What follows belongs to an exercise in optimizing a design on an open flow for small area, a short achievable clock period and few clock cycles per item; a production flow would make more cautious choices.
In this exercise RTL edits were held to simulation tests only and were not proved equivalent to the original.

File: run.sh
#!/bin/bash
# synth_recipe.tcl (not shown) runs the flow's synth.tcl, then flattens the netlist and writes it again
# the make line also repeats each setting of config.mk as NAME=value (left out here)
make -C /OpenROAD-flow-scripts/flow DESIGN_CONFIG=/design/flow/config.mk WORK_HOME=/design/flow/orfs CLKGATE_MAP_FILE= SYNTH_SCRIPT=/design/flow/synth_recipe.tcl finish
File: config.mk
export PLATFORM = sky130hd
export DESIGN_NAME = exponential
export DESIGN_NICKNAME = exponential
export VERILOG_FILES = /design/flow/design.v
export SDC_FILE = /design/flow/constraint.sdc
export NUM_CORES = 4
export LEC_CHECK = 0
export ABC_AREA = 1
export CAP_MARGIN = 20
export CORE_MARGIN = 2
export CORE_UTILIZATION = 40
export PLACE_DENSITY = 0.6
export SETUP_SLACK_MARGIN = 3
export SLEW_MARGIN = 20
export SYNTH_HIERARCHICAL = 1
export SYNTH_MINIMUM_KEEP_SIZE = 0
File: constraint.sdc
create_clock -name core_clock -period 9.0 [get_ports {clk}]
set_input_delay 1.8000 -clock core_clock [delete_from_list [all_inputs] [get_ports {clk}]]
set_output_delay 1.8000 -clock core_clock [all_outputs]
set_load 0.01 [all_outputs]
File: design.v
module mul16(input [15:0] a, input [15:0] b, input [17:0] b3, output [15:0] hi);
	wire [16:0] b2 = {b, 1'b0};
	wire d0_1 = a[1:0] == 2'd1;
	wire d0_2 = a[1:0] == 2'd2;
	wire d0_3 = a[1:0] == 2'd3;
	wire pp1 = (d0_1 & b[0]) | (d0_2 & b2[0]) | (d0_3 & b3[0]);
	wire pp2 = (d0_1 & b[1]) | (d0_2 & b2[1]) | (d0_3 & b3[1]);
	wire pp3 = (d0_1 & b[2]) | (d0_2 & b2[2]) | (d0_3 & b3[2]);
	wire pp4 = (d0_1 & b[3]) | (d0_2 & b2[3]) | (d0_3 & b3[3]);
	wire pp5 = (d0_1 & b[4]) | (d0_2 & b2[4]) | (d0_3 & b3[4]);
	wire pp6 = (d0_1 & b[5]) | (d0_2 & b2[5]) | (d0_3 & b3[5]);
	wire pp7 = (d0_1 & b[6]) | (d0_2 & b2[6]) | (d0_3 & b3[6]);
	wire pp8 = (d0_1 & b[7]) | (d0_2 & b2[7]) | (d0_3 & b3[7]);
	wire pp9 = (d0_1 & b[8]) | (d0_2 & b2[8]) | (d0_3 & b3[8]);
	wire pp10 = (d0_1 & b[9]) | (d0_2 & b2[9]) | (d0_3 & b3[9]);
	wire pp11 = (d0_1 & b[10]) | (d0_2 & b2[10]) | (d0_3 & b3[10]);
	wire pp12 = (d0_1 & b[11]) | (d0_2 & b2[11]) | (d0_3 & b3[11]);
	wire pp13 = (d0_1 & b[12]) | (d0_2 & b2[12]) | (d0_3 & b3[12]);
	wire pp14 = (d0_1 & b[13]) | (d0_2 & b2[13]) | (d0_3 & b3[13]);
	wire pp15 = (d0_1 & b[14]) | (d0_2 & b2[14]) | (d0_3 & b3[14]);
	wire pp16 = (d0_1 & b[15]) | (d0_2 & b2[15]) | (d0_3 & b3[15]);
	wire pp17 = (d0_2 & b2[16]) | (d0_3 & b3[16]);
	wire pp18 = (d0_3 & b3[17]);
	wire d1_1 = a[3:2] == 2'd1;
	wire d1_2 = a[3:2] == 2'd2;
	wire d1_3 = a[3:2] == 2'd3;
	wire pp19 = (d1_1 & b[0]) | (d1_2 & b2[0]) | (d1_3 & b3[0]);
	wire pp20 = (d1_1 & b[1]) | (d1_2 & b2[1]) | (d1_3 & b3[1]);
	wire pp21 = (d1_1 & b[2]) | (d1_2 & b2[2]) | (d1_3 & b3[2]);
	wire pp22 = (d1_1 & b[3]) | (d1_2 & b2[3]) | (d1_3 & b3[3]);
	wire pp23 = (d1_1 & b[4]) | (d1_2 & b2[4]) | (d1_3 & b3[4]);
	wire pp24 = (d1_1 & b[5]) | (d1_2 & b2[5]) | (d1_3 & b3[5]);
	wire pp25 = (d1_1 & b[6]) | (d1_2 & b2[6]) | (d1_3 & b3[6]);
	wire pp26 = (d1_1 & b[7]) | (d1_2 & b2[7]) | (d1_3 & b3[7]);
	wire pp27 = (d1_1 & b[8]) | (d1_2 & b2[8]) | (d1_3 & b3[8]);
	wire pp28 = (d1_1 & b[9]) | (d1_2 & b2[9]) | (d1_3 & b3[9]);
	wire pp29 = (d1_1 & b[10]) | (d1_2 & b2[10]) | (d1_3 & b3[10]);
	wire pp30 = (d1_1 & b[11]) | (d1_2 & b2[11]) | (d1_3 & b3[11]);
	wire pp31 = (d1_1 & b[12]) | (d1_2 & b2[12]) | (d1_3 & b3[12]);
	wire pp32 = (d1_1 & b[13]) | (d1_2 & b2[13]) | (d1_3 & b3[13]);
	wire pp33 = (d1_1 & b[14]) | (d1_2 & b2[14]) | (d1_3 & b3[14]);
	wire pp34 = (d1_1 & b[15]) | (d1_2 & b2[15]) | (d1_3 & b3[15]);
	wire pp35 = (d1_2 & b2[16]) | (d1_3 & b3[16]);
	wire pp36 = (d1_3 & b3[17]);
	wire d2_1 = a[5:4] == 2'd1;
	wire d2_2 = a[5:4] == 2'd2;
	wire d2_3 = a[5:4] == 2'd3;
	wire pp37 = (d2_1 & b[0]) | (d2_2 & b2[0]) | (d2_3 & b3[0]);
	wire pp38 = (d2_1 & b[1]) | (d2_2 & b2[1]) | (d2_3 & b3[1]);
	wire pp39 = (d2_1 & b[2]) | (d2_2 & b2[2]) | (d2_3 & b3[2]);
	wire pp40 = (d2_1 & b[3]) | (d2_2 & b2[3]) | (d2_3 & b3[3]);
	wire pp41 = (d2_1 & b[4]) | (d2_2 & b2[4]) | (d2_3 & b3[4]);
	wire pp42 = (d2_1 & b[5]) | (d2_2 & b2[5]) | (d2_3 & b3[5]);
	wire pp43 = (d2_1 & b[6]) | (d2_2 & b2[6]) | (d2_3 & b3[6]);
	wire pp44 = (d2_1 & b[7]) | (d2_2 & b2[7]) | (d2_3 & b3[7]);
	wire pp45 = (d2_1 & b[8]) | (d2_2 & b2[8]) | (d2_3 & b3[8]);
	wire pp46 = (d2_1 & b[9]) | (d2_2 & b2[9]) | (d2_3 & b3[9]);
	wire pp47 = (d2_1 & b[10]) | (d2_2 & b2[10]) | (d2_3 & b3[10]);
	wire pp48 = (d2_1 & b[11]) | (d2_2 & b2[11]) | (d2_3 & b3[11]);
	wire pp49 = (d2_1 & b[12]) | (d2_2 & b2[12]) | (d2_3 & b3[12]);
	wire pp50 = (d2_1 & b[13]) | (d2_2 & b2[13]) | (d2_3 & b3[13]);
	wire pp51 = (d2_1 & b[14]) | (d2_2 & b2[14]) | (d2_3 & b3[14]);
	wire pp52 = (d2_1 & b[15]) | (d2_2 & b2[15]) | (d2_3 & b3[15]);
	wire pp53 = (d2_2 & b2[16]) | (d2_3 & b3[16]);
	wire pp54 = (d2_3 & b3[17]);
	wire d3_1 = a[7:6] == 2'd1;
	wire d3_2 = a[7:6] == 2'd2;
	wire d3_3 = a[7:6] == 2'd3;
	wire pp55 = (d3_1 & b[0]) | (d3_2 & b2[0]) | (d3_3 & b3[0]);
	wire pp56 = (d3_1 & b[1]) | (d3_2 & b2[1]) | (d3_3 & b3[1]);
	wire pp57 = (d3_1 & b[2]) | (d3_2 & b2[2]) | (d3_3 & b3[2]);
	wire pp58 = (d3_1 & b[3]) | (d3_2 & b2[3]) | (d3_3 & b3[3]);
	wire pp59 = (d3_1 & b[4]) | (d3_2 & b2[4]) | (d3_3 & b3[4]);
	wire pp60 = (d3_1 & b[5]) | (d3_2 & b2[5]) | (d3_3 & b3[5]);
	wire pp61 = (d3_1 & b[6]) | (d3_2 & b2[6]) | (d3_3 & b3[6]);
	wire pp62 = (d3_1 & b[7]) | (d3_2 & b2[7]) | (d3_3 & b3[7]);
	wire pp63 = (d3_1 & b[8]) | (d3_2 & b2[8]) | (d3_3 & b3[8]);
	wire pp64 = (d3_1 & b[9]) | (d3_2 & b2[9]) | (d3_3 & b3[9]);
	wire pp65 = (d3_1 & b[10]) | (d3_2 & b2[10]) | (d3_3 & b3[10]);
	wire pp66 = (d3_1 & b[11]) | (d3_2 & b2[11]) | (d3_3 & b3[11]);
	wire pp67 = (d3_1 & b[12]) | (d3_2 & b2[12]) | (d3_3 & b3[12]);
	wire pp68 = (d3_1 & b[13]) | (d3_2 & b2[13]) | (d3_3 & b3[13]);
	wire pp69 = (d3_1 & b[14]) | (d3_2 & b2[14]) | (d3_3 & b3[14]);
	wire pp70 = (d3_1 & b[15]) | (d3_2 & b2[15]) | (d3_3 & b3[15]);
	wire pp71 = (d3_2 & b2[16]) | (d3_3 & b3[16]);
	wire pp72 = (d3_3 & b3[17]);
	wire d4_1 = a[9:8] == 2'd1;
	wire d4_2 = a[9:8] == 2'd2;
	wire d4_3 = a[9:8] == 2'd3;
	wire pp73 = (d4_1 & b[0]) | (d4_2 & b2[0]) | (d4_3 & b3[0]);
	wire pp74 = (d4_1 & b[1]) | (d4_2 & b2[1]) | (d4_3 & b3[1]);
	wire pp75 = (d4_1 & b[2]) | (d4_2 & b2[2]) | (d4_3 & b3[2]);
	wire pp76 = (d4_1 & b[3]) | (d4_2 & b2[3]) | (d4_3 & b3[3]);
	wire pp77 = (d4_1 & b[4]) | (d4_2 & b2[4]) | (d4_3 & b3[4]);
	wire pp78 = (d4_1 & b[5]) | (d4_2 & b2[5]) | (d4_3 & b3[5]);
	wire pp79 = (d4_1 & b[6]) | (d4_2 & b2[6]) | (d4_3 & b3[6]);
	wire pp80 = (d4_1 & b[7]) | (d4_2 & b2[7]) | (d4_3 & b3[7]);
	wire pp81 = (d4_1 & b[8]) | (d4_2 & b2[8]) | (d4_3 & b3[8]);
	wire pp82 = (d4_1 & b[9]) | (d4_2 & b2[9]) | (d4_3 & b3[9]);
	wire pp83 = (d4_1 & b[10]) | (d4_2 & b2[10]) | (d4_3 & b3[10]);
	wire pp84 = (d4_1 & b[11]) | (d4_2 & b2[11]) | (d4_3 & b3[11]);
	wire pp85 = (d4_1 & b[12]) | (d4_2 & b2[12]) | (d4_3 & b3[12]);
	wire pp86 = (d4_1 & b[13]) | (d4_2 & b2[13]) | (d4_3 & b3[13]);
	wire pp87 = (d4_1 & b[14]) | (d4_2 & b2[14]) | (d4_3 & b3[14]);
	wire pp88 = (d4_1 & b[15]) | (d4_2 & b2[15]) | (d4_3 & b3[15]);
	wire pp89 = (d4_2 & b2[16]) | (d4_3 & b3[16]);
	wire pp90 = (d4_3 & b3[17]);
	wire d5_1 = a[11:10] == 2'd1;
	wire d5_2 = a[11:10] == 2'd2;
	wire d5_3 = a[11:10] == 2'd3;
	wire pp91 = (d5_1 & b[0]) | (d5_2 & b2[0]) | (d5_3 & b3[0]);
	wire pp92 = (d5_1 & b[1]) | (d5_2 & b2[1]) | (d5_3 & b3[1]);
	wire pp93 = (d5_1 & b[2]) | (d5_2 & b2[2]) | (d5_3 & b3[2]);
	wire pp94 = (d5_1 & b[3]) | (d5_2 & b2[3]) | (d5_3 & b3[3]);
	wire pp95 = (d5_1 & b[4]) | (d5_2 & b2[4]) | (d5_3 & b3[4]);
	wire pp96 = (d5_1 & b[5]) | (d5_2 & b2[5]) | (d5_3 & b3[5]);
	wire pp97 = (d5_1 & b[6]) | (d5_2 & b2[6]) | (d5_3 & b3[6]);
	wire pp98 = (d5_1 & b[7]) | (d5_2 & b2[7]) | (d5_3 & b3[7]);
	wire pp99 = (d5_1 & b[8]) | (d5_2 & b2[8]) | (d5_3 & b3[8]);
	wire pp100 = (d5_1 & b[9]) | (d5_2 & b2[9]) | (d5_3 & b3[9]);
	wire pp101 = (d5_1 & b[10]) | (d5_2 & b2[10]) | (d5_3 & b3[10]);
	wire pp102 = (d5_1 & b[11]) | (d5_2 & b2[11]) | (d5_3 & b3[11]);
	wire pp103 = (d5_1 & b[12]) | (d5_2 & b2[12]) | (d5_3 & b3[12]);
	wire pp104 = (d5_1 & b[13]) | (d5_2 & b2[13]) | (d5_3 & b3[13]);
	wire pp105 = (d5_1 & b[14]) | (d5_2 & b2[14]) | (d5_3 & b3[14]);
	wire pp106 = (d5_1 & b[15]) | (d5_2 & b2[15]) | (d5_3 & b3[15]);
	wire pp107 = (d5_2 & b2[16]) | (d5_3 & b3[16]);
	wire pp108 = (d5_3 & b3[17]);
	wire d6_1 = a[13:12] == 2'd1;
	wire d6_2 = a[13:12] == 2'd2;
	wire d6_3 = a[13:12] == 2'd3;
	wire pp109 = (d6_1 & b[0]) | (d6_2 & b2[0]) | (d6_3 & b3[0]);
	wire pp110 = (d6_1 & b[1]) | (d6_2 & b2[1]) | (d6_3 & b3[1]);
	wire pp111 = (d6_1 & b[2]) | (d6_2 & b2[2]) | (d6_3 & b3[2]);
	wire pp112 = (d6_1 & b[3]) | (d6_2 & b2[3]) | (d6_3 & b3[3]);
	wire pp113 = (d6_1 & b[4]) | (d6_2 & b2[4]) | (d6_3 & b3[4]);
	wire pp114 = (d6_1 & b[5]) | (d6_2 & b2[5]) | (d6_3 & b3[5]);
	wire pp115 = (d6_1 & b[6]) | (d6_2 & b2[6]) | (d6_3 & b3[6]);
	wire pp116 = (d6_1 & b[7]) | (d6_2 & b2[7]) | (d6_3 & b3[7]);
	wire pp117 = (d6_1 & b[8]) | (d6_2 & b2[8]) | (d6_3 & b3[8]);
	wire pp118 = (d6_1 & b[9]) | (d6_2 & b2[9]) | (d6_3 & b3[9]);
	wire pp119 = (d6_1 & b[10]) | (d6_2 & b2[10]) | (d6_3 & b3[10]);
	wire pp120 = (d6_1 & b[11]) | (d6_2 & b2[11]) | (d6_3 & b3[11]);
	wire pp121 = (d6_1 & b[12]) | (d6_2 & b2[12]) | (d6_3 & b3[12]);
	wire pp122 = (d6_1 & b[13]) | (d6_2 & b2[13]) | (d6_3 & b3[13]);
	wire pp123 = (d6_1 & b[14]) | (d6_2 & b2[14]) | (d6_3 & b3[14]);
	wire pp124 = (d6_1 & b[15]) | (d6_2 & b2[15]) | (d6_3 & b3[15]);
	wire pp125 = (d6_2 & b2[16]) | (d6_3 & b3[16]);
	wire pp126 = (d6_3 & b3[17]);
	wire d7_1 = a[15:14] == 2'd1;
	wire d7_2 = a[15:14] == 2'd2;
	wire d7_3 = a[15:14] == 2'd3;
	wire pp127 = (d7_1 & b[0]) | (d7_2 & b2[0]) | (d7_3 & b3[0]);
	wire pp128 = (d7_1 & b[1]) | (d7_2 & b2[1]) | (d7_3 & b3[1]);
	wire pp129 = (d7_1 & b[2]) | (d7_2 & b2[2]) | (d7_3 & b3[2]);
	wire pp130 = (d7_1 & b[3]) | (d7_2 & b2[3]) | (d7_3 & b3[3]);
	wire pp131 = (d7_1 & b[4]) | (d7_2 & b2[4]) | (d7_3 & b3[4]);
	wire pp132 = (d7_1 & b[5]) | (d7_2 & b2[5]) | (d7_3 & b3[5]);
	wire pp133 = (d7_1 & b[6]) | (d7_2 & b2[6]) | (d7_3 & b3[6]);
	wire pp134 = (d7_1 & b[7]) | (d7_2 & b2[7]) | (d7_3 & b3[7]);
	wire pp135 = (d7_1 & b[8]) | (d7_2 & b2[8]) | (d7_3 & b3[8]);
	wire pp136 = (d7_1 & b[9]) | (d7_2 & b2[9]) | (d7_3 & b3[9]);
	wire pp137 = (d7_1 & b[10]) | (d7_2 & b2[10]) | (d7_3 & b3[10]);
	wire pp138 = (d7_1 & b[11]) | (d7_2 & b2[11]) | (d7_3 & b3[11]);
	wire pp139 = (d7_1 & b[12]) | (d7_2 & b2[12]) | (d7_3 & b3[12]);
	wire pp140 = (d7_1 & b[13]) | (d7_2 & b2[13]) | (d7_3 & b3[13]);
	wire pp141 = (d7_1 & b[14]) | (d7_2 & b2[14]) | (d7_3 & b3[14]);
	wire pp142 = (d7_1 & b[15]) | (d7_2 & b2[15]) | (d7_3 & b3[15]);
	wire pp143 = (d7_2 & b2[16]) | (d7_3 & b3[16]);
	wire pp144 = (d7_3 & b3[17]);
	wire s145 = pp13 ^ pp29;
	wire c146 = pp13 & pp29;
	wire s147, c148;
	fa us147(pp14, pp30, pp46, s147, c148);
	wire s149, c150;
	fa us149(pp15, pp31, pp47, s149, c150);
	wire s151 = pp63 ^ pp79;
	wire c152 = pp63 & pp79;
	wire s153, c154;
	fa us153(pp16, pp32, pp48, s153, c154);
	wire s155, c156;
	fa us155(pp64, pp80, pp96, s155, c156);
	wire s157, c158;
	fa us157(pp17, pp33, pp49, s157, c158);
	wire s159, c160;
	fa us159(pp65, pp81, pp97, s159, c160);
	wire s161, c162;
	fa us161(pp18, pp34, pp50, s161, c162);
	wire s163, c164;
	fa us163(pp66, pp82, pp98, s163, c164);
	wire s165, c166;
	fa us165(pp35, pp51, pp67, s165, c166);
	wire s167 = pp83 ^ pp99;
	wire c168 = pp83 & pp99;
	wire s169, c170;
	fa us169(pp36, pp52, pp68, s169, c170);
	wire s171 = pp84 ^ pp100;
	wire c172 = pp84 & pp100;
	wire s173, c174;
	fa us173(pp53, pp69, pp85, s173, c174);
	wire s175 = pp54 ^ pp70;
	wire c176 = pp54 & pp70;
	wire s177 = pp9 ^ pp25;
	wire c178 = pp9 & pp25;
	wire s179, c180;
	fa us179(pp10, pp26, pp42, s179, c180);
	wire s181, c182;
	fa us181(pp11, pp27, pp43, s181, c182);
	wire s183 = pp59 ^ pp75;
	wire c184 = pp59 & pp75;
	wire s185, c186;
	fa us185(pp12, pp28, pp44, s185, c186);
	wire s187, c188;
	fa us187(pp60, pp76, pp92, s187, c188);
	wire s189, c190;
	fa us189(s145, pp45, pp61, s189, c190);
	wire s191, c192;
	fa us191(pp77, pp93, pp109, s191, c192);
	wire s193, c194;
	fa us193(c146, s147, pp62, s193, c194);
	wire s195, c196;
	fa us195(pp78, pp94, pp110, s195, c196);
	wire s197, c198;
	fa us197(c148, s149, s151, s197, c198);
	wire s199, c200;
	fa us199(pp95, pp111, pp127, s199, c200);
	wire s201, c202;
	fa us201(c150, c152, s153, s201, c202);
	wire s203, c204;
	fa us203(s155, pp112, pp128, s203, c204);
	wire s205, c206;
	fa us205(c154, c156, s157, s205, c206);
	wire s207, c208;
	fa us207(s159, pp113, pp129, s207, c208);
	wire s209, c210;
	fa us209(c158, c160, s161, s209, c210);
	wire s211, c212;
	fa us211(s163, pp114, pp130, s211, c212);
	wire s213, c214;
	fa us213(c162, c164, s165, s213, c214);
	wire s215, c216;
	fa us215(s167, pp115, pp131, s215, c216);
	wire s217, c218;
	fa us217(c166, c168, s169, s217, c218);
	wire s219, c220;
	fa us219(s171, pp116, pp132, s219, c220);
	wire s221, c222;
	fa us221(c170, c172, s173, s221, c222);
	wire s223, c224;
	fa us223(pp101, pp117, pp133, s223, c224);
	wire s225, c226;
	fa us225(c174, s175, pp86, s225, c226);
	wire s227, c228;
	fa us227(pp102, pp118, pp134, s227, c228);
	wire s229, c230;
	fa us229(c176, pp71, pp87, s229, c230);
	wire s231, c232;
	fa us231(pp103, pp119, pp135, s231, c232);
	wire s233, c234;
	fa us233(pp72, pp88, pp104, s233, c234);
	wire s235 = pp120 ^ pp136;
	wire c236 = pp120 & pp136;
	wire s237, c238;
	fa us237(pp89, pp105, pp121, s237, c238);
	wire s239 = pp90 ^ pp106;
	wire c240 = pp90 & pp106;
	wire s241 = pp7 ^ pp23;
	wire c242 = pp7 & pp23;
	wire s243, c244;
	fa us243(pp8, pp24, pp40, s243, c244);
	wire s245, c246;
	fa us245(s177, pp41, pp57, s245, c246);
	wire s247, c248;
	fa us247(c178, s179, pp58, s247, c248);
	wire s249, c250;
	fa us249(c180, s181, s183, s249, c250);
	wire s251, c252;
	fa us251(c182, c184, s185, s251, c252);
	wire s253, c254;
	fa us253(c186, c188, s189, s253, c254);
	wire s255, c256;
	fa us255(c190, c192, s193, s255, c256);
	wire s257, c258;
	fa us257(c194, c196, s197, s257, c258);
	wire s259, c260;
	fa us259(c198, c200, s201, s259, c260);
	wire s261, c262;
	fa us261(c202, c204, s205, s261, c262);
	wire s263, c264;
	fa us263(c206, c208, s209, s263, c264);
	wire s265, c266;
	fa us265(c210, c212, s213, s265, c266);
	wire s267, c268;
	fa us267(c214, c216, s217, s267, c268);
	wire s269, c270;
	fa us269(c218, c220, s221, s269, c270);
	wire s271, c272;
	fa us271(c222, c224, s225, s271, c272);
	wire s273, c274;
	fa us273(c226, c228, s229, s273, c274);
	wire s275, c276;
	fa us275(c230, c232, s233, s275, c276);
	wire s277, c278;
	fa us277(c234, c236, s237, s277, c278);
	wire s279, c280;
	fa us279(c238, s239, pp122, s279, c280);
	wire s281, c282;
	fa us281(c240, pp107, pp123, s281, c282);
	wire s283 = pp108 ^ pp124;
	wire c284 = pp108 & pp124;
	wire s285 = pp5 ^ pp21;
	wire c286 = pp5 & pp21;
	wire s287, c288;
	fa us287(pp6, pp22, pp38, s287, c288);
	wire s289, c290;
	fa us289(s241, pp39, pp55, s289, c290);
	wire s291, c292;
	fa us291(c242, s243, pp56, s291, c292);
	wire s293, c294;
	fa us293(c244, s245, pp73, s293, c294);
	wire s295, c296;
	fa us295(c246, s247, pp74, s295, c296);
	wire s297, c298;
	fa us297(c248, s249, pp91, s297, c298);
	wire s299, c300;
	fa us299(c250, s251, s187, s299, c300);
	wire s301, c302;
	fa us301(c252, s253, s191, s301, c302);
	wire s303, c304;
	fa us303(c254, s255, s195, s303, c304);
	wire s305, c306;
	fa us305(c256, s257, s199, s305, c306);
	wire s307, c308;
	fa us307(c258, s259, s203, s307, c308);
	wire s309, c310;
	fa us309(c260, s261, s207, s309, c310);
	wire s311, c312;
	fa us311(c262, s263, s211, s311, c312);
	wire s313, c314;
	fa us313(c264, s265, s215, s313, c314);
	wire s315, c316;
	fa us315(c266, s267, s219, s315, c316);
	wire s317, c318;
	fa us317(c268, s269, s223, s317, c318);
	wire s319, c320;
	fa us319(c270, s271, s227, s319, c320);
	wire s321, c322;
	fa us321(c272, s273, s231, s321, c322);
	wire s323, c324;
	fa us323(c274, s275, s235, s323, c324);
	wire s325, c326;
	fa us325(c276, s277, pp137, s325, c326);
	wire s327, c328;
	fa us327(c278, s279, pp138, s327, c328);
	wire s329, c330;
	fa us329(c280, s281, pp139, s329, c330);
	wire s331, c332;
	fa us331(c282, s283, pp140, s331, c332);
	wire s333, c334;
	fa us333(c284, pp125, pp141, s333, c334);
	wire s335 = pp126 ^ pp142;
	wire c336 = pp126 & pp142;
	wire [31:0] ra = {pp144, c336, c334, c332, c330, c328, c326, c324, c322, c320, c318, c316, c314, c312, c310, c308, c306, c304, c302, c300, c298, c296, c294, c292, c290, c288, c286, s285, pp4, pp3, pp2, pp1};
	wire [31:0] rb = {1'b0, pp143, s335, s333, s331, s329, s327, s325, s323, s321, s319, s317, s315, s313, s311, s309, s307, s305, s303, s301, s299, s297, s295, s293, s291, s289, s287, pp37, pp20, pp19, 1'b0, 1'b0};
	wire [31:0] pp_ = ra ^ rb;
	wire [31:0] gg_ = ra & rb;
	wire G1 = gg_[1] | (pp_[1] & gg_[0]);
	wire P1 = pp_[1] & pp_[0];
	wire G2 = gg_[3] | (pp_[3] & gg_[2]);
	wire P2 = pp_[3] & pp_[2];
	wire G3 = gg_[5] | (pp_[5] & gg_[4]);
	wire P3 = pp_[5] & pp_[4];
	wire G4 = gg_[7] | (pp_[7] & gg_[6]);
	wire P4 = pp_[7] & pp_[6];
	wire G5 = gg_[9] | (pp_[9] & gg_[8]);
	wire P5 = pp_[9] & pp_[8];
	wire G6 = gg_[11] | (pp_[11] & gg_[10]);
	wire P6 = pp_[11] & pp_[10];
	wire G7 = gg_[13] | (pp_[13] & gg_[12]);
	wire P7 = pp_[13] & pp_[12];
	wire G8 = gg_[15] | (pp_[15] & gg_[14]);
	wire P8 = pp_[15] & pp_[14];
	wire G9 = gg_[17] | (pp_[17] & gg_[16]);
	wire P9 = pp_[17] & pp_[16];
	wire G10 = gg_[19] | (pp_[19] & gg_[18]);
	wire P10 = pp_[19] & pp_[18];
	wire G11 = gg_[21] | (pp_[21] & gg_[20]);
	wire P11 = pp_[21] & pp_[20];
	wire G12 = gg_[23] | (pp_[23] & gg_[22]);
	wire P12 = pp_[23] & pp_[22];
	wire G13 = gg_[25] | (pp_[25] & gg_[24]);
	wire P13 = pp_[25] & pp_[24];
	wire G14 = gg_[27] | (pp_[27] & gg_[26]);
	wire P14 = pp_[27] & pp_[26];
	wire G15 = gg_[29] | (pp_[29] & gg_[28]);
	wire P15 = pp_[29] & pp_[28];
	wire G16 = gg_[31] | (pp_[31] & gg_[30]);
	wire P16 = pp_[31] & pp_[30];
	wire G17 = G2 | (P2 & G1);
	wire P17 = P2 & P1;
	wire G18 = G4 | (P4 & G3);
	wire P18 = P4 & P3;
	wire G19 = G6 | (P6 & G5);
	wire P19 = P6 & P5;
	wire G20 = G8 | (P8 & G7);
	wire P20 = P8 & P7;
	wire G21 = G10 | (P10 & G9);
	wire P21 = P10 & P9;
	wire G22 = G12 | (P12 & G11);
	wire P22 = P12 & P11;
	wire G23 = G14 | (P14 & G13);
	wire P23 = P14 & P13;
	wire G24 = G16 | (P16 & G15);
	wire P24 = P16 & P15;
	wire G25 = G18 | (P18 & G17);
	wire P25 = P18 & P17;
	wire G26 = G20 | (P20 & G19);
	wire P26 = P20 & P19;
	wire G27 = G22 | (P22 & G21);
	wire P27 = P22 & P21;
	wire G28 = G24 | (P24 & G23);
	wire P28 = P24 & P23;
	wire G29 = G26 | (P26 & G25);
	wire P29 = P26 & P25;
	wire G30 = G28 | (P28 & G27);
	wire P30 = P28 & P27;
	wire G31 = G30 | (P30 & G29);
	wire P31 = P30 & P29;
	wire G32 = G27 | (P27 & G29);
	wire P32 = P27 & P29;
	wire G33 = G19 | (P19 & G25);
	wire P33 = P19 & P25;
	wire G34 = G21 | (P21 & G29);
	wire P34 = P21 & P29;
	wire G35 = G23 | (P23 & G32);
	wire P35 = P23 & P32;
	wire G36 = G3 | (P3 & G17);
	wire P36 = P3 & P17;
	wire G37 = G5 | (P5 & G25);
	wire P37 = P5 & P25;
	wire G38 = G7 | (P7 & G33);
	wire P38 = P7 & P33;
	wire G39 = G9 | (P9 & G29);
	wire P39 = P9 & P29;
	wire G40 = G11 | (P11 & G34);
	wire P40 = P11 & P34;
	wire G41 = G13 | (P13 & G32);
	wire P41 = P13 & P32;
	wire G42 = G15 | (P15 & G35);
	wire P42 = P15 & P35;
	wire G43 = gg_[2] | (pp_[2] & G1);
	wire P43 = pp_[2] & P1;
	wire G44 = gg_[4] | (pp_[4] & G17);
	wire P44 = pp_[4] & P17;
	wire G45 = gg_[6] | (pp_[6] & G36);
	wire P45 = pp_[6] & P36;
	wire G46 = gg_[8] | (pp_[8] & G25);
	wire P46 = pp_[8] & P25;
	wire G47 = gg_[10] | (pp_[10] & G37);
	wire P47 = pp_[10] & P37;
	wire G48 = gg_[12] | (pp_[12] & G33);
	wire P48 = pp_[12] & P33;
	wire G49 = gg_[14] | (pp_[14] & G38);
	wire P49 = pp_[14] & P38;
	wire G50 = gg_[16] | (pp_[16] & G29);
	wire P50 = pp_[16] & P29;
	wire G51 = gg_[18] | (pp_[18] & G39);
	wire P51 = pp_[18] & P39;
	wire G52 = gg_[20] | (pp_[20] & G34);
	wire P52 = pp_[20] & P34;
	wire G53 = gg_[22] | (pp_[22] & G40);
	wire P53 = pp_[22] & P40;
	wire G54 = gg_[24] | (pp_[24] & G32);
	wire P54 = pp_[24] & P32;
	wire G55 = gg_[26] | (pp_[26] & G41);
	wire P55 = pp_[26] & P41;
	wire G56 = gg_[28] | (pp_[28] & G35);
	wire P56 = pp_[28] & P35;
	wire G57 = gg_[30] | (pp_[30] & G42);
	wire P57 = pp_[30] & P42;
	assign hi = pp_[31:16] ^ {G57, G42, G56, G35, G55, G41, G54, G32, G53, G40, G52, G34, G51, G39, G50, G29};
endmodule
module fa(input a, b, c, output s, co);
	assign s = a ^ b ^ c;
	assign co = (a & b) | (a & c) | (b & c);
endmodule
module exponential(input clk, rst, start, input [15:0] _x, output done,
                   output [1:0] intpart, output [15:0] fracpart);
	reg [3:0] st;           
	reg idle;               
	reg sh0, sh1, sh2;      
	reg term;               
	reg [15:0] b, t;
	reg [17:0] b3;          
	reg [17:0] r;
	wire go = idle & start;
	wire [3:0] nst = go ? 4'd1 : (idle | st == 4'd9) ? 4'd0 : st + 4'd1;
	always @(posedge clk or posedge rst) begin
		if (rst) begin
			st   <= 4'd0;
			idle <= 1'b1;
			sh0  <= 1'b0;
			sh1  <= 1'b0;
			sh2  <= 1'b0;
		end else begin
			st   <= nst;
			idle <= (nst == 4'd0);
			sh0  <= (nst != 4'd0) & (nst != 4'd1) & (nst != 4'd4);
			sh1  <= (nst == 4'd1);                                
			sh2  <= (nst == 4'd4);                                
		end
	end
	always @(posedge clk) begin
		term <= (nst == 4'd1) | (nst == 4'd2) | (nst == 4'd4) |
		        (nst == 4'd5) | (nst == 4'd7) | (nst == 4'd9);  
	end
	reg [15:0] bn;
	always @(*) begin
		case (nst)
			4'd3:    bn = 16'h5555;
			4'd6:    bn = 16'h3333;
			4'd8:    bn = 16'h2AAA;
			default: bn = _x;
		endcase
	end
	wire [17:0] x3_a = {2'b00, _x};
	wire [17:0] x3_b = {1'b0, _x, 1'b0};
	wire [17:0] x3_p = x3_a ^ x3_b;
	wire [17:0] x3_g = x3_a & x3_b;
	wire x3_G1 = x3_g[1] | (x3_p[1] & x3_g[0]);
	wire x3_P1 = x3_p[1] & x3_p[0];
	wire x3_G2 = x3_g[3] | (x3_p[3] & x3_g[2]);
	wire x3_P2 = x3_p[3] & x3_p[2];
	wire x3_G3 = x3_g[5] | (x3_p[5] & x3_g[4]);
	wire x3_P3 = x3_p[5] & x3_p[4];
	wire x3_G4 = x3_g[7] | (x3_p[7] & x3_g[6]);
	wire x3_P4 = x3_p[7] & x3_p[6];
	wire x3_G5 = x3_g[9] | (x3_p[9] & x3_g[8]);
	wire x3_P5 = x3_p[9] & x3_p[8];
	wire x3_G6 = x3_g[11] | (x3_p[11] & x3_g[10]);
	wire x3_P6 = x3_p[11] & x3_p[10];
	wire x3_G7 = x3_g[13] | (x3_p[13] & x3_g[12]);
	wire x3_P7 = x3_p[13] & x3_p[12];
	wire x3_G8 = x3_g[15] | (x3_p[15] & x3_g[14]);
	wire x3_P8 = x3_p[15] & x3_p[14];
	wire x3_G9 = x3_g[17] | (x3_p[17] & x3_g[16]);
	wire x3_P9 = x3_p[17] & x3_p[16];
	wire x3_G10 = x3_G2 | (x3_P2 & x3_G1);
	wire x3_P10 = x3_P2 & x3_P1;
	wire x3_G11 = x3_G4 | (x3_P4 & x3_G3);
	wire x3_P11 = x3_P4 & x3_P3;
	wire x3_G12 = x3_G6 | (x3_P6 & x3_G5);
	wire x3_P12 = x3_P6 & x3_P5;
	wire x3_G13 = x3_G8 | (x3_P8 & x3_G7);
	wire x3_P13 = x3_P8 & x3_P7;
	wire x3_G14 = x3_G11 | (x3_P11 & x3_G10);
	wire x3_P14 = x3_P11 & x3_P10;
	wire x3_G15 = x3_G13 | (x3_P13 & x3_G12);
	wire x3_P15 = x3_P13 & x3_P12;
	wire x3_G16 = x3_G15 | (x3_P15 & x3_G14);
	wire x3_P16 = x3_P15 & x3_P14;
	wire x3_G17 = x3_G12 | (x3_P12 & x3_G14);
	wire x3_P17 = x3_P12 & x3_P14;
	wire x3_G18 = x3_G3 | (x3_P3 & x3_G10);
	wire x3_P18 = x3_P3 & x3_P10;
	wire x3_G19 = x3_G5 | (x3_P5 & x3_G14);
	wire x3_P19 = x3_P5 & x3_P14;
	wire x3_G20 = x3_G7 | (x3_P7 & x3_G17);
	wire x3_P20 = x3_P7 & x3_P17;
	wire x3_G21 = x3_G9 | (x3_P9 & x3_G16);
	wire x3_P21 = x3_P9 & x3_P16;
	wire x3_G22 = x3_g[2] | (x3_p[2] & x3_G1);
	wire x3_P22 = x3_p[2] & x3_P1;
	wire x3_G23 = x3_g[4] | (x3_p[4] & x3_G10);
	wire x3_P23 = x3_p[4] & x3_P10;
	wire x3_G24 = x3_g[6] | (x3_p[6] & x3_G18);
	wire x3_P24 = x3_p[6] & x3_P18;
	wire x3_G25 = x3_g[8] | (x3_p[8] & x3_G14);
	wire x3_P25 = x3_p[8] & x3_P14;
	wire x3_G26 = x3_g[10] | (x3_p[10] & x3_G19);
	wire x3_P26 = x3_p[10] & x3_P19;
	wire x3_G27 = x3_g[12] | (x3_p[12] & x3_G17);
	wire x3_P27 = x3_p[12] & x3_P17;
	wire x3_G28 = x3_g[14] | (x3_p[14] & x3_G20);
	wire x3_P28 = x3_p[14] & x3_P20;
	wire x3_G29 = x3_g[16] | (x3_p[16] & x3_G16);
	wire x3_P29 = x3_p[16] & x3_P16;
	wire [17:0] x3 = x3_p ^ {x3_G29, x3_G16, x3_G28, x3_G20, x3_G27, x3_G17, x3_G26, x3_G19, x3_G25, x3_G14, x3_G24, x3_G18, x3_G23, x3_G10, x3_G22, x3_G1, x3_g[0], 1'b0};
	reg [17:0] bn3;
	always @(*) begin
		case (nst)
			4'd3:    bn3 = 18'h0FFFF;    
			4'd6:    bn3 = 18'h09999;    
			4'd8:    bn3 = 18'h07FFE;    
			default: bn3 = x3;
		endcase
	end
	always @(posedge clk)
		b3 <= bn3;
	wire [15:0] ph;                      
	mul16 mul(.a(t), .b(b), .b3(b3), .hi(ph));
	wire [15:0] tn = ({16{sh0}} & ph) | ({16{sh1}} & {1'b0, ph[15:1]}) |
	                 ({16{sh2}} & {2'b00, ph[15:2]}) | ({16{idle}} & t1);
	wire [15:0] t1;
	assign t1[0] = ~g_dec[16].z & _x[0];
	genvar k;
	generate
		for (k = 1; k <= 16; k = k + 1) begin : g_dec
			wire z;
			if (k == 1) begin : g_first
				assign z = 1'b1;
			end else begin : g_next
				assign z = g_dec[k-1].z & ~_x[k-1];
			end
		end
		for (k = 1; k <= 15; k = k + 1) begin : g_t1
			assign t1[k] = ~g_dec[16].z & (_x[k] ^ g_dec[k].z);
		end
	endgenerate
	wire [6:0] u6 = t[6:0];
	reg [3:0] t7;
	always @(*) begin
		if (u6 >= 7'd85) t7 = 4'd12;
		else if (u6 >= 7'd78) t7 = 4'd11;
		else if (u6 >= 7'd71) t7 = 4'd10;
		else if (u6 >= 7'd64) t7 = 4'd9;
		else if (u6 >= 7'd57) t7 = 4'd8;
		else if (u6 >= 7'd50) t7 = 4'd7;
		else if (u6 >= 7'd43) t7 = 4'd6;
		else if (u6 >= 7'd36) t7 = 4'd5;
		else if (u6 >= 7'd29) t7 = 4'd4;
		else if (u6 >= 7'd22) t7 = 4'd3;
		else if (u6 >= 7'd15) t7 = 4'd2;
		else if (u6 >= 7'd8) t7 = 4'd1;
		else t7 = 4'd0;
	end
	reg t8;                 
	always @(*) begin
		case (t7)
			4'd9:    t8 = b >= 16'd58255;
			4'd10:   t8 = b >= 16'd52429;
			4'd11:   t8 = b >= 16'd47663;
			4'd12:   t8 = b >= 16'd43691;
			4'd13:   t8 = b >= 16'd40330;
			4'd14:   t8 = b >= 16'd37450;
			4'd15:   t8 = b >= 16'd34953;
			default: t8 = 1'b0;
		endcase
	end
	wire [17:0] ra_a = r;
	wire [17:0] ra_b = {2'b00, t};
	wire [17:0] ra_p = ra_a ^ ra_b;
	wire [17:0] ra_g = ra_a & ra_b;
	wire ra_G1 = ra_g[1] | (ra_p[1] & ra_g[0]);
	wire ra_P1 = ra_p[1] & ra_p[0];
	wire ra_G2 = ra_g[3] | (ra_p[3] & ra_g[2]);
	wire ra_P2 = ra_p[3] & ra_p[2];
	wire ra_G3 = ra_g[5] | (ra_p[5] & ra_g[4]);
	wire ra_P3 = ra_p[5] & ra_p[4];
	wire ra_G4 = ra_g[7] | (ra_p[7] & ra_g[6]);
	wire ra_P4 = ra_p[7] & ra_p[6];
	wire ra_G5 = ra_g[9] | (ra_p[9] & ra_g[8]);
	wire ra_P5 = ra_p[9] & ra_p[8];
	wire ra_G6 = ra_g[11] | (ra_p[11] & ra_g[10]);
	wire ra_P6 = ra_p[11] & ra_p[10];
	wire ra_G7 = ra_g[13] | (ra_p[13] & ra_g[12]);
	wire ra_P7 = ra_p[13] & ra_p[12];
	wire ra_G8 = ra_g[15] | (ra_p[15] & ra_g[14]);
	wire ra_P8 = ra_p[15] & ra_p[14];
	wire ra_G9 = ra_g[17] | (ra_p[17] & ra_g[16]);
	wire ra_P9 = ra_p[17] & ra_p[16];
	wire ra_G10 = ra_G2 | (ra_P2 & ra_G1);
	wire ra_P10 = ra_P2 & ra_P1;
	wire ra_G11 = ra_G4 | (ra_P4 & ra_G3);
	wire ra_P11 = ra_P4 & ra_P3;
	wire ra_G12 = ra_G6 | (ra_P6 & ra_G5);
	wire ra_P12 = ra_P6 & ra_P5;
	wire ra_G13 = ra_G8 | (ra_P8 & ra_G7);
	wire ra_P13 = ra_P8 & ra_P7;
	wire ra_G14 = ra_G11 | (ra_P11 & ra_G10);
	wire ra_P14 = ra_P11 & ra_P10;
	wire ra_G15 = ra_G13 | (ra_P13 & ra_G12);
	wire ra_P15 = ra_P13 & ra_P12;
	wire ra_G16 = ra_G15 | (ra_P15 & ra_G14);
	wire ra_P16 = ra_P15 & ra_P14;
	wire ra_G17 = ra_G12 | (ra_P12 & ra_G14);
	wire ra_P17 = ra_P12 & ra_P14;
	wire ra_G18 = ra_G3 | (ra_P3 & ra_G10);
	wire ra_P18 = ra_P3 & ra_P10;
	wire ra_G19 = ra_G5 | (ra_P5 & ra_G14);
	wire ra_P19 = ra_P5 & ra_P14;
	wire ra_G20 = ra_G7 | (ra_P7 & ra_G17);
	wire ra_P20 = ra_P7 & ra_P17;
	wire ra_G21 = ra_G9 | (ra_P9 & ra_G16);
	wire ra_P21 = ra_P9 & ra_P16;
	wire ra_G22 = ra_g[2] | (ra_p[2] & ra_G1);
	wire ra_P22 = ra_p[2] & ra_P1;
	wire ra_G23 = ra_g[4] | (ra_p[4] & ra_G10);
	wire ra_P23 = ra_p[4] & ra_P10;
	wire ra_G24 = ra_g[6] | (ra_p[6] & ra_G18);
	wire ra_P24 = ra_p[6] & ra_P18;
	wire ra_G25 = ra_g[8] | (ra_p[8] & ra_G14);
	wire ra_P25 = ra_p[8] & ra_P14;
	wire ra_G26 = ra_g[10] | (ra_p[10] & ra_G19);
	wire ra_P26 = ra_p[10] & ra_P19;
	wire ra_G27 = ra_g[12] | (ra_p[12] & ra_G17);
	wire ra_P27 = ra_p[12] & ra_P17;
	wire ra_G28 = ra_g[14] | (ra_p[14] & ra_G20);
	wire ra_P28 = ra_p[14] & ra_P20;
	wire ra_G29 = ra_g[16] | (ra_p[16] & ra_G16);
	wire ra_P29 = ra_p[16] & ra_P16;
	wire [17:0] racc = ra_p ^ {ra_G29, ra_G16, ra_G28, ra_G20, ra_G27, ra_G17, ra_G26, ra_G19, ra_G25, ra_G14, ra_G24, ra_G18, ra_G23, ra_G10, ra_G22, ra_G1, ra_g[0], 1'b0};
	always @(posedge clk) begin
		if (go | !idle) begin
			b <= bn;
			t <= tn;
		end
		if (go)
			r <= 18'h0FFFF;
		else if (term)
			r <= racc;
	end
	wire [4:0]  lo = {1'b0, r[3:0]} + {1'b0, t7} + {4'd0, t8};
	wire [13:0] hi = lo[4] ? r[17:4] + 14'd1 : r[17:4];
	assign done = idle;
	assign {intpart, fracpart} = {hi, lo[3:0]};
endmodule
==> summary.md, run 1 <==
| Metric | Value |
|---|---|
| Number of global-route vias before repair | `roughly 9400` |
| H-tree levels | `3` |
| Critical Path Source | `t[4]` |
| Die area | `between 0.02 and 0.03 sq mm` |
| Max Freq | `0.167 GHz` |
| Number of synthesized flops with an enable pin | `32` |
| CTS sink cnt | `77` |
| Overflow after GRT | `0` |
| First-pass GRT wire length | `~51 mm` |
| Final setup viols | `0` |
| Largest fanout on the critical path | `6` |
| Initial Util | `0.410` |
| Met3 WL post-DR | `roughly 2.3 mm` |
| Ys Warns | `7` |
| Syn Std Cell Area | `about 0.010 sq mm` |
| Type of destination of the critical path | `output port` |
| Share of cells above drive strength 1 | `0.150` |
| Primary FF master, synth | `dfxtp_1` |
| WP data required | `7.20 ns` |
| Crit path launch type | `flop` |
| Unrepaired setup endpoints after global routing | `true` |
| Vias post-DR | `between 9000 and 10000` |
| CTS max path bufs | `2` |
| Sequential-to-total area share from yosys stat | `0.190` |
| Cell count after synthesis | `between 1000 and 1500` |
| Fin Setup TNS | `0 ns` |
| Uppermost layer routed | `met4` |
| Total GRT Usage | `0.248` |
| Iter 0 DRT Violations | `847` |
| Nets | `1500` |
| Clock Latency Late Sink | `approximately 0.35 ns` |
| Core area | `0.0244 sq mm` |
| Wirelength, routed | `roughly 33 mm` |
| Worst r2r src | `t[0]` |
| Pins Over Slew Limit | `0` |
| Met2 WL post-DR | `approximately 15 mm` |
| Layout area overhead | `17.6%` |
| Routed Antenna Nets | `0` |
| Crit-path max cell delay | `0.55 ns` |
| Crit path kind | `reg2out` |
| Critical Path AT | `roughly 4.2 ns` |
| Tcrit/Tclk final | `0.665` |
| Worst Max-Slew Pin Slew | `slightly above 0.8 ns` |
| CTS tree | `yes` |
| CTS buffer count | `9` |
| Slowest cell on crit path | `edfxtp_1` |
| Worst min path class | `reg2reg` |
| Die X | `roughly 160 um` |
| Min cycle time layout | `between 5 and 6 ns` |
| CTS root buffer | `clkbuf_16` |
| Fin util | `0.482` |
| Max-capacitance violation count | `0` |
| Largest net degree at the start of global routing | `33` |
| Std cell rows | `57` |
| I/O Pins | `38` |
| Drt first pass iters | `6` |
| # DRC | `0` |
| Slew headroom | `0.457` |
| IO Port Bufs | `37` |
| R2r setup slk | `3.17 ns` |
| Routed WL per cell | `between 20 and 25 um` |
| Setup Skew | `between 0.008 and 0.009 ns` |
| CTS Hold Buffers Added | `0` |
| N_diodes | `0` |
| Share of flip-flops with an asynchronous set or reset | `0.104` |
| Syn Nets | `approximately 1400` |
| Crit path top cell by count | `nand2_1` |
| Hold wc startpoint | `r[17]` |
| Gpl congestion | `0.926` |
| Clk slew on worst S/H paths | `~0.06 ns` |
| #FFs+latches synth | `77` |
| Vias/cell | `5.86` |
| M1 WL | `14.1 mm` |
| Run status | `complete, no violations` |
| Final hold viol count | `0` |
| Avg Inst Size Synth | `roughly 8.3 sq um` |
| Initial antenna violation count | `0` |
| Yosys cell types | `49` |
| DIE HEIGHT | `between 150 and 200 um` |
| Post-DP HPWL | `about 24 mm` |
final cells by class:
| class | count | area (sq um) |
|---|---|---|
| clock inverter | 7 | 96.3 |
| multi-input combinational | 942 | 7610 |
| inverter | 136 | 517 |
| fill | 2415 | 12600 |
| sequential | 77 | 1900 |
| clock buffer | 9 | 225 |
| timing repair buffer | 117 | 995 |
| tap | 324 | 405 |
Yosys stat by module, one instance, submodules excluded:
module / flops+latches / cells / times used / cell area [sq um]
exponential: 77 / 614 / 1 / 5190
mul16: 0 / 508 / 1 / 3150
fa: 0 / 1 / 83 / 20.0
routing by layer:
| metal | track usage | up-vias |
|---|---|---|
| li1 | - | 4376 |
| met1 | 0.338 | 4594 |
| met2 | 0.400 | 407 |
| met3 | 0.0429 | 65 |
| met4 | 0.0869 | 0 |
| met5 | 0 | - |
what timing repair did:
item | CTS | global route
pin swaps | 5 | 15
buffers inserted | 52 | 16
gates resized for setup | 26 | 54
setup endpoints to repair | 22 | 21
logic make-up (layout without fill, tap and decap cells):
kind of cell,count (synthesis),count (layout),synth area share
simple gates,445,445,0.187
mux,1,1,0.00113
compound gates,266,266,0.193
buf+inv,186,269,0.0709
fa+ha+maj,198,198,0.329
xor+xnor,32,32,0.0288
flops,77,77,0.190
worst max-delay path: cells and delay by family (launching register included):
family,cells,cell delay (ns)
AOI/OAI and AO/OA,1,0.14
xor gates and xnor gates,1,0.15
adders and majority gates,2,0.71
DFF,1,0.55
buffers and inverters,3,0.46
and+or+nand+nor,19,1.84
synth_stat cells, drive strengths merged, types with 5 or more instances:
cell | count | area [sq um]
clkbuf | 44 | 165
o21ai | 50 | 254
inv | 134 | 505
o221ai | 118 | 1030
dfxtp | 37 | 741
xnor2 | 12 | 105
o211ai | 8 | 60.1
edfxtp | 32 | 961
ha | 90 | 1130
xor2 | 20 | 183
fa | 108 | 2160
buf | 6 | 30.0
o22ai | 8 | 50.1
nor2 | 71 | 307
nand2 | 310 | 1180
nand4 | 8 | 50.1
o2111ai | 14 | 123
or2 | 5 | 31.3
nand3 | 37 | 190
dfrtp | 7 | 175
nor3 | 10 | 61.3
a21o | 5 | 37.5
a21oi | 44 | 224
sequential cells by signal, indices dropped and copies added, names as in the netlist:
signal and cells:
b3 18, r 18, b 16, t 16, st 4, idle 1
sh0 1, sh1 1, sh2 1, term 1
final timing paths:
check | end | cells past startpoint
worst max register to register | t[13] | 25
worst min register to register | r[17] | 2
max in group asynchronous | idle | 2
worst min-delay path | r[17] | 2
worst max-delay path | intpart[1] | 26
min in group asynchronous | st[1] | 2
stage by stage:
step	hold WS (ns)	worst slack (ns)	cell area (sq um)	instances
6_report	0.495	3.01	11800	1612
5_1_grt	0.524	2.74	11800	1612
4_1_cts	0.496	2.97	11400	1596
2_1_floorplan	0.462	3.59	9990	1205
3_5_place_dp	0.485	2.57	10700	1528
3_3_place_gp	0.481	2.66	10700	1528
placed cells by master, fill, tap and decap left out, types with 10 or more instances in the layout:
cell	synthesis	routed
clkdlybuf4s50_1	0	30
nor2_2	4	11
buf_4	1	74
nor2_1	63	55
nand3_1	36	35
a21oi_1	43	40
inv_1	124	119
nand2_2	8	22
edfxtp_1	32	32
xnor2_1	12	10
o21ai_0	46	45
o221ai_1	118	108
o2111ai_1	14	14
inv_2	9	13
ha_1	90	89
nand2_1	302	286
fa_1	108	105
dfxtp_1	37	37
xor2_1	19	18
Testbench counts, summed over its fixed seeds: cycles 12,006, items 1,200.
==> run 2: changes to the inputs <==
--- a/config.mk
+++ b/config.mk
@@ -8,3 +8,3 @@
 export ABC_AREA = 1
-export CAP_MARGIN = 20
+export CAP_MARGIN = 0
 export CORE_MARGIN = 2
@@ -13,3 +13,3 @@
 export SETUP_SLACK_MARGIN = 3
-export SLEW_MARGIN = 20
+export SLEW_MARGIN = 0
 export SYNTH_HIERARCHICAL = 1
==> run 2 against run 1 <==
  * Still clean on timing, DRC and antenna
  * Register-to-register slack hardly changed
  * Synthesized cell count stayed put
  * Wire length stayed put
  * Hold slack stayed put
  * Final cell count stayed put
  * Die area stayed put
  * Final area stayed put
  * Critical path type unchanged
  * Highest routed layer unchanged
==> summary.md, run 2 <==
| Metric | Value |
|---|---|
| Unrepaired setup endpoints after global routing | `true` |
| Crit path kind | `reg2out` |
| IO Port Bufs | `37` |
| Die area | `0.0263 sq mm` |
| Final instance area | `between 0.01 and 0.015 sq mm` |
| Largest fanout on the critical path | `6` |
| Slew headroom | `0.457` |
| Setup Skew | `about 0.009 ns` |
| N_diodes | `0` |
| Total GRT Usage | `0.248` |
| Largest net degree at the start of global routing | `33` |
| Core area | `0.0244 sq mm` |
| Wirelength, routed | `~33 mm` |
| I/O Pins | `38` |
| CTS buffer count | `9` |
| Most frequent cells in the layout | `286 x nand2_1, 119 x inv_1, 108 x o221ai_1` |
| Ys Warns | `7` |
| Worst min path class | `reg2reg` |
| Placement Cell Area | `0.0107 sq mm` |
| Sequential-to-total area share from yosys stat | `0.190` |
| Routed WL per cell | `about 20 um` |
| Nets | `1500` |
| Gpl congestion | `0.926` |
| Top cells by count, synth | `302 x nand2_1, 124 x inv_1, 118 x o221ai_1, 108 x fa_1, 90 x ha_1` |
| Most common cell after layout, fill and taps aside | `nand2_1` |
| Syn Std Cell Area | `0.00999 sq mm` |
| Slowest cell on crit path | `edfxtp_1` |
| Share of flip-flops with an asynchronous set or reset | `0.104` |
| Avg Inst Size Synth | `about 8.3 sq um` |
| Clock Latency Late Sink | `about 0.35 ns` |
| H-tree levels | `3` |
| Cell count after synthesis | `approximately 1200` |
| R2r setup slk | `~3.2 ns` |
| Worst Max-Slew Pin Slew | `0.815 ns` |
| Initial antenna violation count | `0` |
| Setup WS pre-CTS | `2.57 ns` |
| Die X | `roughly 160 um` |
| Pins Over Slew Limit | `0` |
| Post-route worst setup slack | `between 3 and 4 ns` |
| Finished Layout Cells | `~1600` |
| Max-capacitance violation count | `0` |
| Count leader, synth | `nand2_1` |
| Vias post-DR | `~9400` |
| #FFs+latches synth | `77` |
| Clk slew on worst S/H paths | `about 0.06 ns` |
| CTS root buffer | `clkbuf_16` |
| Number of global-route vias before repair | `9384` |
| Tcrit/Tclk final | `0.665` |
| First-pass GRT wire length | `just over 50 mm` |
| Synth area leaders | `fa_1 22%, nand2_1 11%, ha_1 11%` |
| # DRC | `0` |
| DIE HEIGHT | `approximately 160 um` |
| Layout area overhead | `17.6%` |
| Worst Hold Slack | `~0.49 ns` |
| Critical Path AT | `about 4.2 ns` |
| Max Freq | `between 0.15 and 0.2 GHz` |
| # placed instances | `between 1500 and 2000` |
| Post-DP HPWL | `approximately 24 mm` |
| Synth area leader | `fa_1` |
| Fin util | `0.482` |
| Syn Nets | `approximately 1400` |
| Crit path top cell by count | `nand2_1` |
| Iter 0 DRT Violations | `847` |
| CTS Hold Buffers Added | `0` |
| Final hold viol count | `0` |
| Synth top area share | `0.216` |
| Overflow after GRT | `0` |
| Number of synthesized flops with an enable pin | `32` |
| Type of destination of the critical path | `output port` |
| Primary FF master, synth | `dfxtp_1` |
| Vias/cell | `5.86` |
| CTS max path bufs | `2` |
| Crit-path max cell delay | `between 0.5 and 0.6 ns` |
| Run status | `complete, no violations` |
| Share of cells above drive strength 1 | `0.150` |
| WP data required | `between 7 and 8 ns` |
| Top Registers | `b3: 18 flops, r: 18 flops` |
| Fin Setup TNS | `0 ns` |
| Crit path launch type | `flop` |
| CTS sink cnt | `77` |
| Yosys cell types | `49` |
| CTS tree | `yes` |
| Min cycle time layout | `approximately 6 ns` |
| Initial Util | `0.410` |
| Std cell rows | `57` |
| Routed Antenna Nets | `0` |
| Drt first pass iters | `6` |
| Final setup viols | `0` |
run 2: cell counts in the layout (fill, tap and decap cells not counted):
No cell type changed its count.
run 2: final timing paths:
check                           startpoint    endpoint  cells after the start
worst max register to register        t[0]       t[13]                     25
worst min-delay path                 r[17]       r[17]                      2
min in group asynchronous              rst       st[1]                      2
worst max-delay path                  t[4]  intpart[1]                     26
worst min register to register       r[17]       r[17]                      2
max in group asynchronous              rst        idle                      2
run 2: kinds of logic (layout without fill, tap and decap cells):
group | after synthesis | in the layout | synth area share
AO/OA/AOI/OAI | 266 | 266 | 0.193
XOR/XNOR | 32 | 32 | 0.0288
adder cells (fa/ha/maj) | 198 | 198 | 0.329
buffers and inverters | 186 | 269 | 0.0709
flip-flops | 77 | 77 | 0.190
multiplexers | 1 | 1 | 0.00113
AND/OR/NAND/NOR | 445 | 445 | 0.187
run 2: area by class of cell:
cell class	count	area, sq um
Fill cell	2415	12600
Multi-Input combinational cell	942	7610
Sequential cell	77	1900
Timing Repair Buffer	117	995
Inverter	136	517
Tap cell	324	405
Clock buffer	9	225
Clock inverter	7	96.3
run 2: Yosys stat by module, one instance, submodules excluded:
module | flops+latches | times used | cell area [sq um]
exponential | 77 | 1 | 5190
mul16 | 0 | 1 | 3150
fa | 0 | 83 | 20.0
run 2: critical path: cells and delay by family (launching register included):
| family | cells | cell delay (ns) |
|---|---|---|
| compound gates | 1 | 0.14 |
| buf+inv | 3 | 0.46 |
| fa+ha+maj | 2 | 0.71 |
| flops | 1 | 0.55 |
| simple gates | 19 | 1.84 |
| xor+xnor | 1 | 0.15 |
run 2: per-layer routing:
| metal | wire (um) | GRT usage |
|---|---|---|
| met5 | 0 | 0 |
| met4 | 894 | 0.0869 |
| met3 | 2320 | 0.0429 |
| met2 | 15200 | 0.400 |
| met1 | 14100 | 0.338 |
run 2: timing repair:
item	CTS	global route
buffers inserted	52	16
resized for setup	26	54
setup endpoints to repair	22	21
pin swaps	5	15
==> run 3: changes to the inputs <==
--- a/config.mk
+++ b/config.mk
@@ -8,3 +8,3 @@
 export ABC_AREA = 1
-export CAP_MARGIN = 0
+export CAP_MARGIN = 20
 export CORE_MARGIN = 2
@@ -12,4 +12,4 @@
 export PLACE_DENSITY = 0.6
-export SETUP_SLACK_MARGIN = 3
-export SLEW_MARGIN = 0
+export SETUP_SLACK_MARGIN = 3.5
+export SLEW_MARGIN = 20
 export SYNTH_HIERARCHICAL = 1
==> run 3 against run 2 <==
  * Final cell count is 0.81% higher
  * Register-to-register slack improved by 0.04 ns
  * Critical endpoint is now t[12]
  * Maximum frequency rose by 3.3%
  * Utilization is 1.1 points higher
  * First-iteration DRC count grew 1.5%
  * Global-route usage grew 0.60 points
==> summary.md, run 3 <==
| Metric | Value |
|---|---|
| Std cell rows | `57` |
| Final setup viols | `0` |
| Layout area overhead | `20.2%` |
| DIE HEIGHT | `162 um` |
| Nets | `about 1500` |
| Max Freq | `~0.17 GHz` |
| Wirelength, routed | `about 33 mm` |
| Sequential-to-total area share from yosys stat | `0.190` |
| Initial Util | `0.410` |
| CTS sink cnt | `77` |
| Critical path's top delay family | `adder cells` |
| Fin Setup TNS | `0 ns` |
| Unrepaired setup endpoints after global routing | `true` |
| Total GRT Usage | `0.254` |
| Final hold viol count | `0` |
| Post-DP HPWL | `~24 mm` |
| Initial antenna violation count | `0` |
| Drt first pass iters | `5` |
| Count leader, synth | `nand2_1` |
| Levels on crit path | `28` |
| CTS max path bufs | `2` |
| Routed WL per cell | `20.3 um` |
| Synth area leaders | `fa_1 22%, nand2_1 11%, ha_1 11%` |
| H-tree levels | `3` |
| Setup Skew | `about 0.0077 ns` |
| Slew headroom | `0.461` |
| Crit path launch type | `flop` |
| Pins Over Slew Limit | `0` |
| Avg Inst Size Synth | `about 8.3 sq um` |
| First-pass GRT wire length | `approximately 52 mm` |
| Setup WS pre-CTS | `2.57 ns` |
| Routed Antenna Nets | `0` |
| Vias/cell | `just under 6` |
| Cell count after synthesis | `around 1200` |
| CP Buf/Inv Count | `9` |
| Overflow after GRT | `0` |
| Clock Latency Late Sink | `roughly 0.35 ns` |
| Min cycle time layout | `just under 6 ns` |
| Worst Max-Slew Pin Slew | `between 0.8 and 0.9 ns` |
| CTS tree | `yes` |
| Crit path kind | `reg2reg` |
| CTS buffer count | `9` |
| Die X | `162 um` |
| IO Port Bufs | `37` |
| #FFs+latches synth | `between 70 and 80` |
| Share of flip-flops with an asynchronous set or reset | `0.104` |
| Worst min path class | `reg2reg` |
| Share of cells above drive strength 1 | `0.190` |
| Yosys cell types | `between 40 and 50` |
| I/O Pins | `38` |
| Tcrit/Tclk final | `0.644` |
| Synth top area share | `0.216` |
| Type of destination of the critical path | `flop` |
| Iter 0 DRT Violations | `860` |
| Worst Hold Slack | `0.492 ns` |
| Die area | `between 0.02 and 0.03 sq mm` |
| Synth area leader | `fa_1` |
| N_diodes | `0` |
| Primary FF master, synth | `dfxtp_1` |
| Critical Path AT | `5.86 ns` |
| Gpl congestion | `around 0.9` |
| Min-Delay Path Depth | `2` |
| Number of global-route vias before repair | `approximately 9700` |
| Top Registers | `b3: 18 flops, r: 18 flops` |
| Core area | `roughly 0.024 sq mm` |
| Run status | `complete, no violations` |
| CTS root buffer | `clkbuf_16` |
| Clk slew on worst S/H paths | `around 0.06 ns` |
| WP data required | `approximately 9.1 ns` |
| Largest fanout on the critical path | `6` |
| # DRC | `0` |
| Ys Warns | `7` |
| Most common cell after layout, fill and taps aside | `nand2_1` |
| Crit-path max cell delay | `~0.53 ns` |
| Max-capacitance violation count | `0` |
| Largest net degree at the start of global routing | `33` |
| Top cells by count, synth | `302 x nand2_1, 124 x inv_1, 118 x o221ai_1, 108 x fa_1, 90 x ha_1` |
| Number of synthesized flops with an enable pin | `32` |
| Slowest cell on crit path | `fa_1` |
| FF-to-FF path depth | `28` |
| Syn Std Cell Area | `roughly 0.010 sq mm` |
| Most frequent cells in the layout | `280 x nand2_1, 117 x inv_1, 109 x o221ai_1` |
| Syn Nets | `1422` |
| Post-route worst setup slack | `about 3.2 ns` |
| Fillers | `approximately 2400` |
| Crit path top cell by count | `buf_6` |
| Vias post-DR | `about 9600` |
-- run 3: cell counts after synthesis --
No cell type changed its count.
-- run 3: what timing repair did --
item                                    CTS  global route
gates resized for setup                 123            41
setup buffers                            65            15
hold buffers                              0             0
pin swaps                                33            16
endpoints found under the setup margin   32            31
gates cloned                              0             1
-- run 3: area by class of cell --
type | count | area [sq um] | share of cell area
clock buffers | 9 | 225 | 0.0187
repair buffers | 130 | 1070 | 0.0889
inverters | 136 | 519 | 0.0432
flip-flops and latches | 77 | 1900 | 0.158
well taps | 324 | 405 | 0.0337
multi-input cells | 942 | 7800 | 0.649
clock inverters | 7 | 96.3 | 0.00802
-- run 3: final timing paths --
check                           start     to  slack (ns)
worst max-delay path             t[3]  t[12]        3.21
worst min-delay path            r[17]  r[17]        0.49
worst max register to register   t[3]  t[12]        3.21
worst min register to register  r[17]  r[17]        0.49
max in group asynchronous         rst   idle        7.02
min in group asynchronous         rst  st[1]        1.69
-- run 3: per-module statistics from Yosys (local to each module, per instance) --
module | cell area, sq um | copies in the design
fa | 20.0 | 83
exponential | 5190 | 1
mul16 | 3150 | 1
-- run 3: tightest hold or removal path, cell delays in order, from the launching register on --
cell,delay [ns]
dfxtp_1,0.30
inv_1,0.09
a21oi_1,0.07
-- run 3: per-stage QoR --
step | std cells | utilization | cell area [sq um]
after floorplan | 1205 | - | 9990
after global placement | 1528 | 0.437 | 10700
after detailed placement | 1528 | 0.437 | 10700
after CTS | 1609 | 0.483 | 11800
after global routing | 1625 | 0.493 | 12000
final | 1625 | 0.493 | 12000
-- run 3: layer usage --
layer,share of wire,vias up,global-route usage
met4,0.033,0,0.0990
li1,-,4400,-
met3,0.076,75,0.0424
met2,0.47,427,0.413
met5,0,-,0
met1,0.42,4648,0.340
-- run 3: cell families (layout without fill, tap and decap cells) --
logic type / count (synthesis) / in the layout / share of synthesized area
buffers and inverters: 186 / 282 / 0.0709
AND/OR/NAND/NOR: 445 / 445 / 0.187
multiplexers: 1 / 1 / 0.00113
XOR/XNOR: 32 / 32 / 0.0288
AO/OA/AOI/OAI: 266 / 266 / 0.193
flip-flops: 77 / 77 / 0.190
adder cells (fa/ha/maj): 198 / 198 / 0.329

re-timing with driven ports:
The flow's constraints put no driver on any port. The routed layouts listed below were extracted and timed again, unchanged, in two steps. Step 1 sets driving cells, clkbuf_16 on the clock port and buf_2 on the other inputs (assumed; they add their load-dependent delay and slew). Step 2 also shifts input and output timing later by t, the mid clock arrival at the registers, as if the neighbouring blocks saw the same clock. Slacks: ideal ports / drivers / drivers and shift; pairs: ideal ports / drivers.
run | shift t [ns] | setup slack, ns | worst setup path at the end
run 1 | 0.379 | 3.013 / 2.976 / 3.043 | input to register
run 2 | 0.379 | 3.013 / 2.976 / 3.043 | input to register
run 3 | 0.378 | 3.207 / 3.207 / 3.181 | input to register
After both steps every run listed still meets setup and hold. For run 3, which loses most, drivers alone change the setup slack by 0.000 ns; drivers and shift together by -0.026 ns.
